Source: an optimization exercise on an open RTL-to-GDS flow (aim: small area). Production flows keep margins and buffers that such runs may drop.
In this exercise RTL edits were held to simulation tests only and were not proved equivalent to the original.

==> flow/constraint.sdc <==
create_clock -name core_clock -period 7.5 [get_ports {clk}]
set_input_delay 1.5000 -clock core_clock [delete_from_list [all_inputs] [get_ports {clk}]]
set_output_delay 1.5000 -clock core_clock [all_outputs]
set_load 0.01 [all_outputs]
==> flow/config.mk <==
export PLATFORM = sky130hd
export DESIGN_NAME = b8Xb8_s16
export DESIGN_NICKNAME = b8Xb8_s16
export VERILOG_FILES = /design/flow/design.v
export SDC_FILE = /design/flow/constraint.sdc
export NUM_CORES = 4
export LEC_CHECK = 0
export CAP_MARGIN = 20
export CORE_MARGIN = 2
export CORE_UTILIZATION = 40
export SLEW_MARGIN = 20
==> flow/run.sh <==
#!/bin/bash
# synth_recipe.tcl (not shown) runs the flow's synth.tcl, then flattens the netlist and writes it again
# the make line also repeats each setting of config.mk as NAME=value (left out here)
make -C /OpenROAD-flow-scripts/flow DESIGN_CONFIG=/design/flow/config.mk WORK_HOME=/design/flow/orfs CLKGATE_MAP_FILE= SYNTH_SCRIPT=/design/flow/synth_recipe.tcl finish
==> flow/design.v <==
module b8Xb8_s16( 
  input clk,
  input rst_n, 
  input [7:0] in1_0  ,
  input [7:0] in1_1  ,
  input [7:0] in1_2  ,
  input [7:0] in1_3  ,
  input [7:0] in1_4  ,
  input [7:0] in1_5  ,
  input [7:0] in1_6  ,
  input [7:0] in1_7  ,
  input [7:0] in1_8  ,
  input [7:0] in1_9  ,
  input [7:0] in1_10 ,
  input [7:0] in1_11 ,
  input [7:0] in1_12 ,
  input [7:0] in1_13 ,
  input [7:0] in1_14 ,
  input [7:0] in1_15 ,
  input [7:0] in2_0  ,
  input [7:0] in2_1  ,
  input [7:0] in2_2  ,
  input [7:0] in2_3  ,
  input [7:0] in2_4  ,
  input [7:0] in2_5  ,
  input [7:0] in2_6  ,
  input [7:0] in2_7  ,
  input [7:0] in2_8  ,
  input [7:0] in2_9  ,
  input [7:0] in2_10 ,
  input [7:0] in2_11 ,
  input [7:0] in2_12 ,
  input [7:0] in2_13 ,
  input [7:0] in2_14 ,
  input [7:0] in2_15 ,
  output [11:0] out
  );
  reg [19:0] psum;
  reg [15:0] prod_0  ;
  reg [15:0] prod_1  ;
  reg [15:0] prod_2  ;
  reg [15:0] prod_3  ;
  reg [15:0] prod_4  ;
  reg [15:0] prod_5  ;
  reg [15:0] prod_6  ;
  reg [15:0] prod_7  ;
  reg [15:0] prod_8  ;
  reg [15:0] prod_9  ;
  reg [15:0] prod_10 ;
  reg [15:0] prod_11 ;
  reg [15:0] prod_12 ;
  reg [15:0] prod_13 ;
  reg [15:0] prod_14 ;
  reg [15:0] prod_15 ;
  always @(negedge rst_n or posedge clk) begin
    if (rst_n == 1'b0) begin
      prod_0  <= 16'b0;
      prod_1  <= 16'b0;
      prod_2  <= 16'b0;
      prod_3  <= 16'b0;
      prod_4  <= 16'b0;
      prod_5  <= 16'b0;
      prod_6  <= 16'b0;
      prod_7  <= 16'b0;
      prod_8  <= 16'b0;
      prod_9  <= 16'b0;
      prod_10 <= 16'b0;
      prod_11 <= 16'b0;
      prod_12 <= 16'b0;
      prod_13 <= 16'b0;
      prod_14 <= 16'b0;
      prod_15 <= 16'b0;
      psum <= 20'b0;
    end else begin
      prod_0  <= in1_0  * in2_0  ;
      prod_1  <= in1_1  * in2_1  ;
      prod_2  <= in1_2  * in2_2  ;
      prod_3  <= in1_3  * in2_3  ;
      prod_4  <= in1_4  * in2_4  ;
      prod_5  <= in1_5  * in2_5  ;
      prod_6  <= in1_6  * in2_6  ;
      prod_7  <= in1_7  * in2_7  ;
      prod_8  <= in1_8  * in2_8  ;
      prod_9  <= in1_9  * in2_9  ;
      prod_10 <= in1_10 * in2_10 ;
      prod_11 <= in1_11 * in2_11 ;
      prod_12 <= in1_12 * in2_12 ;
      prod_13 <= in1_13 * in2_13 ;
      prod_14 <= in1_14 * in2_14 ;
      prod_15 <= in1_15 * in2_15 ;
      psum <= prod_0  + prod_1  + prod_2  + prod_3
           + prod_4  + prod_5  + prod_6  + prod_7
           + prod_8  + prod_9  + prod_10 + prod_11
           + prod_12 + prod_13 + prod_14 + prod_15;
    end
  end
  assign out = psum[19:9];
endmodule
==> notes.md <==
Run status = complete, no violations
Post-DP HPWL = 96600 µm
IO Count = 270
Layout cells sized above 1 = 1.56%
Initial antenna violation count = 8
Largest net degree at the start of global routing = 124
Core footprint = 112000 µm²
Antenna-violating nets left = 0
Reg-to-reg endpoint = psum[19]$_DFF_PN0_
Die footprint = 116000 µm²
# setup viols final = 0
CP Cell Sequence = clkdlybuf4s50_1 > nand2_1 > fa_1 > fa_1 > inv_1 > fa_1 > inv_1 > fa_1 > inv_1 > ha_1 > o21ai_0 > a21oi_1 > o211ai_1 > a21o_1 > and3_1 > a311oi_1
Mapped cell area = 45200 µm²
Worst r2r src = prod_6[6]$_DFF_PN0_
Hold WC Path Type = in2async
R2r worst-path depth = 15
# hold bufs at CTS = 0
CTS resizes = 0
Delay-heaviest family, CP = adder cells
Critical Path RT = 7900 ps
Slew @ Worst Pin = 814 ps
Worst setup margin = 1850 ps
Yosys reg bits = 267
CTS buffer count = 31
Slowest cell on crit path = clkdlybuf4s50_1
Synthesis warning total = 1
CTS tree = done
Port buffer count = 268
Vias per cell = 4.81
RSZ-0062 raised after global routing = no
GRT overflow = 0
Postcts setup bufs = 0
Vias in the first global route = 33842
Global-route wire length before repair = 184000 µm
Cell Area, Placed = 49700 µm²
Most used DFF post-synth = dfrtp_1
Crit-path max cell delay = 680 ps
# fillers = 10784
Detailed router's first-iteration violation count = 1303
Vias = 31324
Hold Fails Final Rpt = 0
R2R Setup Slk = 1960 ps
Detailed Route WL = 111000 µm
Total GRT Usage = 20.0%
Post-Syn Instances = 4684
DIE HEIGHT = 340 µm
TNS Setup = 0 ps
Crit path kind = in2reg
Period utilization = 75.4%
Placer congestion estimate = 0.855
Sequential area share after synthesis = 14.8%
Drt first pass iters = 5
Nets = 6639
WL/cell = 17.1 µm
Top cell by count, worst path = fa_1
Slew Viols, Final = 0
Yosys cell types = 64
Setup crit end kind = register
P&R area growth vs syn = 12.4%
Clock transition at the registers of the reported paths = 60 ps
Clk latency of the worst-skew pair = 570 ps
Final instance area = 50800 µm²
H-tree depth = 1
Initial Util = 40.3%
Root Buffer = clkbuf_16
Die X = 340 µm
Fmax = 0.177 GHz
CP Launch Type = input port
Skew final = 14.0 ps
EDFF count, synth = 0
Rows = 123
Clk sinks = 267
Slew HR = 45.8%
Net count of the mapped netlist = 6339
Final min period = 5650 ps
Fraction of registers with async set/reset = 100%
Critical path arrival = 6060 ps
Placement Setup Slack = 1270 ps
Syn Area/Cell = 9.64 µm²
DRC = 0
Max-Cap Viols = 0
Crit path max fanout = 8
Bufs and invs on worst path = 4
Longest Clk Path Bufs = 3
Crit path launch = in1_6[5]
Yosys cell counts, types with 20 or more instances:
library cell | n | area (µm²)
and3_1 | 21 | 131
dfrtp_1 | 267 | 6680
fa_1 | 795 | 15900
o31ai_1 | 20 | 150
a21oi_1 | 116 | 581
nand2b_1 | 26 | 163
inv_1 | 1113 | 4180
o21ai_0 | 59 | 295
nand2_1 | 522 | 1960
nor2_1 | 107 | 402
ha_1 | 602 | 7530
and2_1 | 559 | 3500
nor3_1 | 32 | 160
a21o_1 | 23 | 173
a211oi_1 | 36 | 270
nand3_1 | 22 | 110
or3_1 | 28 | 175
o21a_1 | 36 | 270
xnor2_1 | 153 | 1340
per-stage QoR:
stage               cells  util (%)  hold WS (ps)
floorplan            4684         -           903
global placement     6451      44.3          1170
detailed placement   6451      44.3          1170
CTS                  6506      45.2           970
global route         6514      45.2          1010
finish               6514      45.2           952
metal layers:
| metal | up-vias | global-route usage (%) | part of all wire [%] |
|---|---|---|---|
| met5 | - | 0 | 0 |
| met4 | 0 | 5.31 | 2.7 |
| met3 | 135 | 1.87 | 3.2 |
| met2 | 557 | 35.0 | 50 |
| met1 | 15762 | 26.6 | 44 |
| li1 | 14870 | - | - |
placed cells by master (no fill, tap or decap), types with 107 or more instances in the layout:
master and count:
xnor2_1 153, nand2_1 522, inv_1 1113, a21oi_1 116, dfrtp_1 267, fa_1 795
clkdlybuf4s50_1 267, and2_1 559, nor2_1 107, ha_1 602
worst max-delay path by stage:
stage	end	slack [ps]	depth (start not counted)
3_5_place_dp	prod_9[15]$_DFF_PN0_	1270	15
2_1_floorplan	prod_3[15]$_DFF_PN0_	2140	15
5_1_grt	prod_9[15]$_DFF_PN0_	1560	16
4_1_cts	prod_6[15]$_DFF_PN0_	1880	16
3_3_place_gp	prod_6[15]$_DFF_PN0_	1260	16
6_report	prod_6[15]$_DFF_PN0_	1850	16
cell type report:
class                      instances  area, µm²  share of cell area, %
multi-input combinational       3301      34300                   67.5
tap                             1500       1880                   3.70
sequential                       267       6680                   13.2
timing repair buffer             270       2720                   5.35
clock inverter                    13        153                  0.301
clock buffer                      42        857                   1.69
inverter                        1113       4180                   8.23
antenna                            8       20.0                 0.0394
cells by family (layout without fill, tap and decap cells):
group,Yosys count,count (layout),share of synthesized area [%]
adders and majority gates,1397,1397,51.9
xor gates and xnor gates,170,170,3.30
other,1,9,0.00830
AOI/OAI and AO/OA,373,373,5.44
buffers and inverters,1116,1438,9.28
DFF,267,267,14.8
and+or+nand+nor,1360,1360,15.3

afterwards: timing with drivers on the ports:
The flow's constraints put no driver on any port. The routed layout listed below was extracted and timed again, unchanged, in two steps. Step 1 assumes that a clkbuf_16 drives the clock port and a buf_2 every other input. Step 2 times the ports against the registers' clock, not the clock port: input delays grow and output delays shrink by t, the midpoint of the rising clock arrivals with the driver on. Three values: no drivers, after step 1, after step 2; two values: the first two.
t, ns: 0.632
setup WS [ns]: 1.846 / 1.889 / 1.257
clock arrival spread, ns: 0.014 / 0.014
cell pins on the clock port's net: 1
After both steps setup and hold are still met in this run. The setup slack of this run moves by +0.043 ns with the drivers and by -0.589 ns with both steps.
